Source: an optimization exercise on an open RTL-to-GDS flow (aim: small area). Production flows keep margins and buffers that such runs may drop. For this run, only the layout was checked, not whether the RTL still works. Power figures rest on the tool's default switching activity, not on a simulated workload.

[flow/design.v]
module top_motor(
    input i_clk, i_reset,
    input [2:0] i_button,
    output o_pwm,
    output [3:0] o_Led,
    output [7:0] o_font,
    output o_position
    );
    reg [6:0] r_div;
    wire w_tick = (r_div == 7'd99);    
    wire w_c13  = (r_div == 7'd62);    
    wire w_c26  = (r_div == 7'd102);   
    wire w_c39  = (r_div == 7'd60);    
    wire w_c46  = (r_div == 7'd40);    
    wire w_c50  = (r_div == 7'd6);     
    wire w_c89  = (r_div == 7'd93);    
    always @(posedge i_clk or posedge i_reset) begin
        if (i_reset) r_div <= 7'd12;
        else r_div <= {r_div[5:0], r_div[6] ^ r_div[0] ^ w_tick};
    end
    reg [49:1] r_ring_hi;
    reg r_ring_lo;
    wire [49:0] r_ring = {r_ring_hi, r_ring_lo};
    reg r_init;           
    reg [2:0] r_state;    
    reg [2:1] r_diff;     
    reg r_carry;          
    reg r_clear;          
    reg [1:0] r_act;      
    reg [3:0] r_level;    
    reg r_pwm;
    wire w_full = r_ring[46] & r_ring[42] & r_ring[41] & r_ring[40] & r_ring[37];           
    wire w_wrap_l = r_ring[49] & r_ring[48] & r_ring[44] & r_ring[43];                      
    wire w_wrap_h = r_ring[49] & r_ring[46];                                                
    wire w_step = w_tick ? (i_button[0] ^ r_state[0]) :
                  w_c13  ? r_diff[1] :
                  r_diff[2];
    wire w_start_n = w_tick | w_c13 | w_c26;
    wire w_clear = w_start_n ? (w_step & w_full) :
                   w_c39 ? w_wrap_l :
                   w_c46 ? (r_clear & w_wrap_h) :
                   w_c50 ? 1'b0 : r_clear;
    wire w_carry = w_start_n ? (w_step & ~w_full) :
                   w_c39 ? ~w_wrap_l :
                   w_c46 ? (r_clear & ~w_wrap_h) :
                   w_c50 ? 1'b0 : r_carry;
    wire w_head_run = ~w_clear & (r_ring[49] ^ w_carry);
    wire w_head = (r_init & ~w_tick) ? w_c89 : w_head_run;
    wire [2:0] w_flip = {w_c26, w_c13, w_tick} & {3{w_start_n & w_step & w_full}};
    wire [2:0] w_release = w_flip & r_state;
    reg [3:0] w_next_level;
    always @(*) begin
        case (r_act)
            2'd1: w_next_level = {1'b1, r_level[3:1]};
            2'd2: w_next_level = {r_level[2:0], 1'b0};
            2'd3: w_next_level = 4'b0000;
            default: w_next_level = r_level;
        endcase
    end
    wire [6:0] w_ql = {r_ring[4], r_ring[5], r_ring[6], r_ring[7], r_ring[8], r_ring[9], r_ring[10]};
    wire [3:0] w_qh = {r_ring[0], r_ring[1], r_ring[2], r_ring[3]};
    wire w_pwm_next = (w_next_level[3] & (w_qh < 4'd3)) | (w_next_level[2] & (w_qh < 4'd6)) |
                      (w_next_level[1] & ~w_qh[3]) | (w_next_level[0] & ~(w_qh == 4'd9 && w_ql == 7'd99));
    always @(posedge i_clk or posedge i_reset) begin
        if (i_reset) begin
            r_ring_lo <= 1'b0;
            r_init <= 1'b1;
            r_state <= 3'b000;
            r_act <= 2'd0;
            r_level <= 4'b0000;
            r_pwm <= 1'b0;
        end
        else begin
            r_ring_lo <= w_head;
            r_state <= r_state ^ w_flip;
            if (w_tick) begin
                r_init <= 1'b0;
                r_act <= w_release[0] ? 2'd1 : 2'd0;
                r_level <= w_next_level;
                r_pwm <= w_pwm_next;
            end
            else if (r_act == 2'd0) begin
                if (w_release[1]) r_act <= 2'd2;
                else if (w_release[2]) r_act <= 2'd3;
            end
        end
    end
    always @(posedge i_clk) begin
        r_ring_hi <= r_ring[48:0];
        r_carry <= w_carry & r_ring[49];
        r_clear <= w_clear;
        if (w_tick) r_diff <= i_button[2:1] ^ r_state[2:1];
    end
    wire t1 = r_level[3], t2 = r_level[2], t3 = r_level[1], t4 = r_level[0];
    wire l1 = t1 & ~t2;
    assign o_pwm = r_pwm;
    assign o_Led = r_level;
    assign o_font = {1'b1, ~t2, t1 & ~t4, l1 | t3, l1 | t4, t2 & ~t3, 1'b0, l1 | t4} | {8{i_reset}};
    assign o_position = 1'b0;
endmodule
[flow/flow/run.sh]
#!/bin/bash
# Own layout flow: the standard ORFS flow with three changes:
#  - synthesis maps the logic with an area-oriented ABC script (flow/abc.script)
#    instead of ORFS's speed script; the rest of the synthesis is unchanged;
#  - port buffers are the smallest buffer cell;
#  - clock tree synthesis uses small clock buffers and no dummy loads.
# Every make run writes its full output to a log file in the work folder.
set -euo pipefail
W=$PWD
rm -rf "$W/scripts_area"
cp -r "$FLOW_HOME/scripts" "$W/scripts_area"
cp "$W/flow/abc.script" "$W/scripts_area/abc_speed.script"

bash standard.sh synth SCRIPTS_DIR="$W/scripts_area" > "$W/log_1_synth.txt" 2>&1
bash standard.sh floorplan place \
  BUFFER_PORTS_ARGS="-buffer_cell sky130_fd_sc_hd__buf_1" > "$W/log_2_place.txt" 2>&1
bash standard.sh cts \
  CTS_ARGS="-sink_clustering_enable -repair_clock_nets -buf_list sky130_fd_sc_hd__clkbuf_4 -dont_use_dummy_load" \
  > "$W/log_3_cts.txt" 2>&1
bash standard.sh finish > "$W/log_4_finish.txt" 2>&1
[flow/flow/abc.script]
strash
&get -n
&deepsyn -T 20
&put
dch -f
amap
topo
[flow/standard.sh]
#!/bin/bash
# synth_recipe.tcl (not shown) runs the flow's synth.tcl, then flattens the netlist and writes it again
# the make line also repeats each setting of config.mk as NAME=value (left out here)
make -C /OpenROAD-flow-scripts/flow DESIGN_CONFIG=/design/flow/config.mk WORK_HOME=/design/flow/orfs CLKGATE_MAP_FILE= SYNTH_SCRIPT=/design/flow/synth_recipe.tcl "${@:-finish}"
[flow/config.mk]
export PLATFORM = sky130hd
export DESIGN_NAME = top_motor
export DESIGN_NICKNAME = top_motor
export VERILOG_FILES = /design/flow/design.v
export SDC_FILE = /design/flow/constraint.sdc
export NUM_CORES = 4
export LEC_CHECK = 0
export CAP_MARGIN = 20
export CORE_MARGIN = 2
export CORE_UTILIZATION = 70
export PLACE_DENSITY = 0.8
export SLEW_MARGIN = 20
[flow/constraint.sdc]
create_clock -name core_clock -period 10.0 [get_ports {i_clk}]
set_input_delay 2.0000 -clock core_clock [delete_from_list [all_inputs] [get_ports {i_clk}]]
set_output_delay 2.0000 -clock core_clock [all_outputs]
set_load 0.01 [all_outputs]
==> results.txt <==
-- cell type report --
type / count / area (µm²) / share of cell area
timing repair buffer: 17 / 67.6 / 0.0295
tap: 33 / 41.3 / 0.0180
sequential: 72 / 1560 / 0.680
clock buffer: 9 / 67.6 / 0.0295
inverter: 16 / 60.1 / 0.0262
multi-input combinational: 87 / 497 / 0.217
-- layer usage --
layer  vias to the layer above  part of all wire  track usage
li1                        645                 -            -
met1                       615              0.43        0.288
met2                        25              0.50        0.356
met3                        12             0.037       0.0866
met4                         0             0.032        0.165
met5                         -                 0            0
-- power groups by stage --
stage          registers, µW  logic, µW  clock network (µW)
2_1_floorplan            296       4.73                   0
3_3_place_gp             296       5.51                   0
3_5_place_dp             297       6.00                   0
4_1_cts                  290       5.98                 123
5_1_grt                  290       6.79                 136
6_report                 290       5.88                 118
-- state kept, by name (all words and copies together) (netlist names) --
register,flops
r_act,2
r_carry,1
r_clear,1
r_diff,2
r_div,7
r_init,1
r_level,4
r_pwm,1
r_ring_hi,49
r_ring_lo,1
r_state,3
-- worst paths after layout --
kind                               startpoint             to  cells after the start
worst max-delay path                  i_reset      o_font[3]                      5
max in group asynchronous             i_reset       r_div[3]                      2
worst min-delay path            r_ring_hi[35]  r_ring_hi[36]                      0
worst min register to register  r_ring_hi[35]  r_ring_hi[36]                      0
worst max register to register       r_div[0]      r_ring_lo                     12
min in group asynchronous             i_reset       r_div[5]                      2
-- stage by stage --
| stage | total power (µW) | cells | cell area [µm²] | worst slack [ns] |
|---|---|---|---|---|
| finish | 415 | 234 | 2290 | 4.67 |
| global route | 433 | 234 | 2290 | 4.45 |
| CTS | 419 | 234 | 2290 | 4.62 |
| detailed placement | 303 | 225 | 2230 | 4.61 |
| global placement | 302 | 225 | 2230 | 4.72 |
| floorplan | 301 | 183 | 2180 | 4.93 |
-- kinds of logic (layout without fill, tap and decap cells) --
family | Yosys count | count (layout) | synth area share
flops | 72 | 72 | 0.717
simple gates | 51 | 51 | 0.115
compound gates | 30 | 30 | 0.0868
buf+inv | 24 | 42 | 0.0552
fa+ha+maj | 4 | 4 | 0.0230
other cells | 2 | 2 | 0.00345
-- layout by cell type (no fill, tap or decap), drive strengths merged --
cell and count:
a21oi 6, nor2b 1, nand3 1, ha 4, a31oi 2, nor2 17
o41ai 1, nand4 4, nor3 4, o211ai 1, o22a 2, o32a 1
o22ai 2, nand3b 2, conb 2, or4b 1, and3 1, clkbuf 9
buf 17, edfxtp 2, clkinv 16, nand2 11, dfstp 3, o21ai 11
dfxtp 51, o221ai 1, o41a 1, a211oi 1, or2 8, o21a 1
or4 1, dfrtp 16
==> results_dict.tcl <==
set metrics [dict create \
    status "timing/DRC/antenna clean" \
    nFillCells 196 \
    antenna_found_initial 0 \
    ios 19 \
    synthTopCellsByArea "dfxtp_1 (47%), dfrtp_1 (18%), dfstp_2 (3.6%)" \
    grt_setup_unrepaired "false" \
    seqPwrFrac 0.700 \
    finalSetupViolations 0 \
    arrival_ns 3.33 \
    maxCapViolCount 0 \
    cp-start-kind "input port" \
    numPortBuffers 16 \
    htree_levels 3 \
    post-dp-hpwl_um 2570 \
    hold_path_class "reg2reg" \
    place_congestion 0.793 \
    intPower_uw 333 \
    crit_required_ns 8.00 \
    die_w_um 59.8 \
    cts_root_buffer "clkbuf_4" \
    numCtsBuffers 9 \
    synth_seq_cells 72 \
    synth_nets 192 \
    clkLatencyLatePin_ns 0.40 \
    synth_top_area_share 0.469 \
    syn_inst 183 \
    vias 1297 \
    p_leak_uw 0.000891 \
    area_delta_synth_final_pct 5.34 \
    chipHeight_um 59.8 \
    crit_chain "buf_1, clkinv_1, o21ai_0, or2_0, buf_1" \
    drt_iter0_drc 25 \
    max_slew.worst_pin.slew_ns 0.731 \
    viasPerCell 5.54 \
    grt_use_total 0.239 \
    relSlewSlack 0.510 \
    ys.flop_type "dfxtp_1" \
    final_antenna_net_count 0 \
    finalHoldViolCount 0 \
    cts_resized 0 \
    insertedDiodeCount 0 \
    layout-drive-gt1-share 0.0647 \
    yosysTopAreaCell "dfxtp_1" \
    cp-end-kind "output pin" \
    finalCritPeriodShare 0.533 \
    wirelength_um 3530 \
    cts_tree "built" \
    syn_area_um2 2180 \
    crit_type "in2out" \
    slew_violations 0 \
    p_sw_uw 81.5 \
    ir_drop_mv 0.134 \
    path_clk_slew_ns 0.11 \
    r2r_slack_ns 7.28 \
    yosys_warnings 1 \
    worst_hold_slack_ns 0.317 \
    avgRoutedWirePerCell_um 15.1 \
    post_cts_buffers 0 \
    fin_skew_ns 0.0392 \
    clk_path_buf_depth 2 \
    nets 212 \
    grt_pass1_wl_um 5710 \
    path_delay_family "buffers and inverters" \
    synth.most_common_cell "dfxtp_1" \
    grt_max_degree 24 \
    synth-edff-count 2 \
    core_um2 3000 \
    critPathBufInv 3 \
    crit_top_cell "buf_1" \
    fin_setup_tns_ns 0 \
    final_util 0.764 \
    avgSynthCellArea_um2 11.9 \
    power.share.combinational 0.014 \
    rows 20 \
    drc 0 \
    ys_top_cells_by_count "dfxtp_1 (51), nor2_1 (17), clkinv_1 (16), dfrtp_1 (16)" \
    netlist-cell-type-count 31 \
    clock_power_share 0.286 \
    initial_core_util 0.725 \
    max_freq_ghz 0.188 \
    sw_frac_of_total 0.196 \
    grt-ovfl-total 0 \
    clock_sinks 72 \
    powerDensity_nw_per_um2 181 \
    async_reset_ff_frac 0.264 \
    min_period_ns 5.33 \
    cts_hold_buf 0 \
    cp_max_fo 23 \
    die-area_um2 3570 \
    critPathSlowestCell "clkinv_1" \
    critPathMaxStageDelay_ns 0.59 \
    grt_pass1_vias 1210 \
    seq_area_frac_synth 0.717 \
    dr.pass1.iters 4 \
]

==> separate check: timing with driven ports <==
Ports are ideal in the flow. The routed layout listed here was re-timed in OpenROAD. Step 1 assumes that a clkbuf_16 drives the clock port and a buf_2 every other input. Step 2 moves the port delays by t, midway between the first and last clock arrival at a register: inputs arrive t later, outputs are due t later. That takes back most of the time a late clock gives input paths. Slacks: ideal ports / drivers / drivers and shift; pairs: ideal ports / drivers.
t (ns): 0.407
setup slack, ns: 4.667 / 4.642 / 4.642
latest minus earliest clock arrival (ns): 0.039 / 0.040
After both steps setup and hold are still met in this run. The setup slack of this run moves by -0.025 ns with the drivers and by -0.025 ns with both steps.
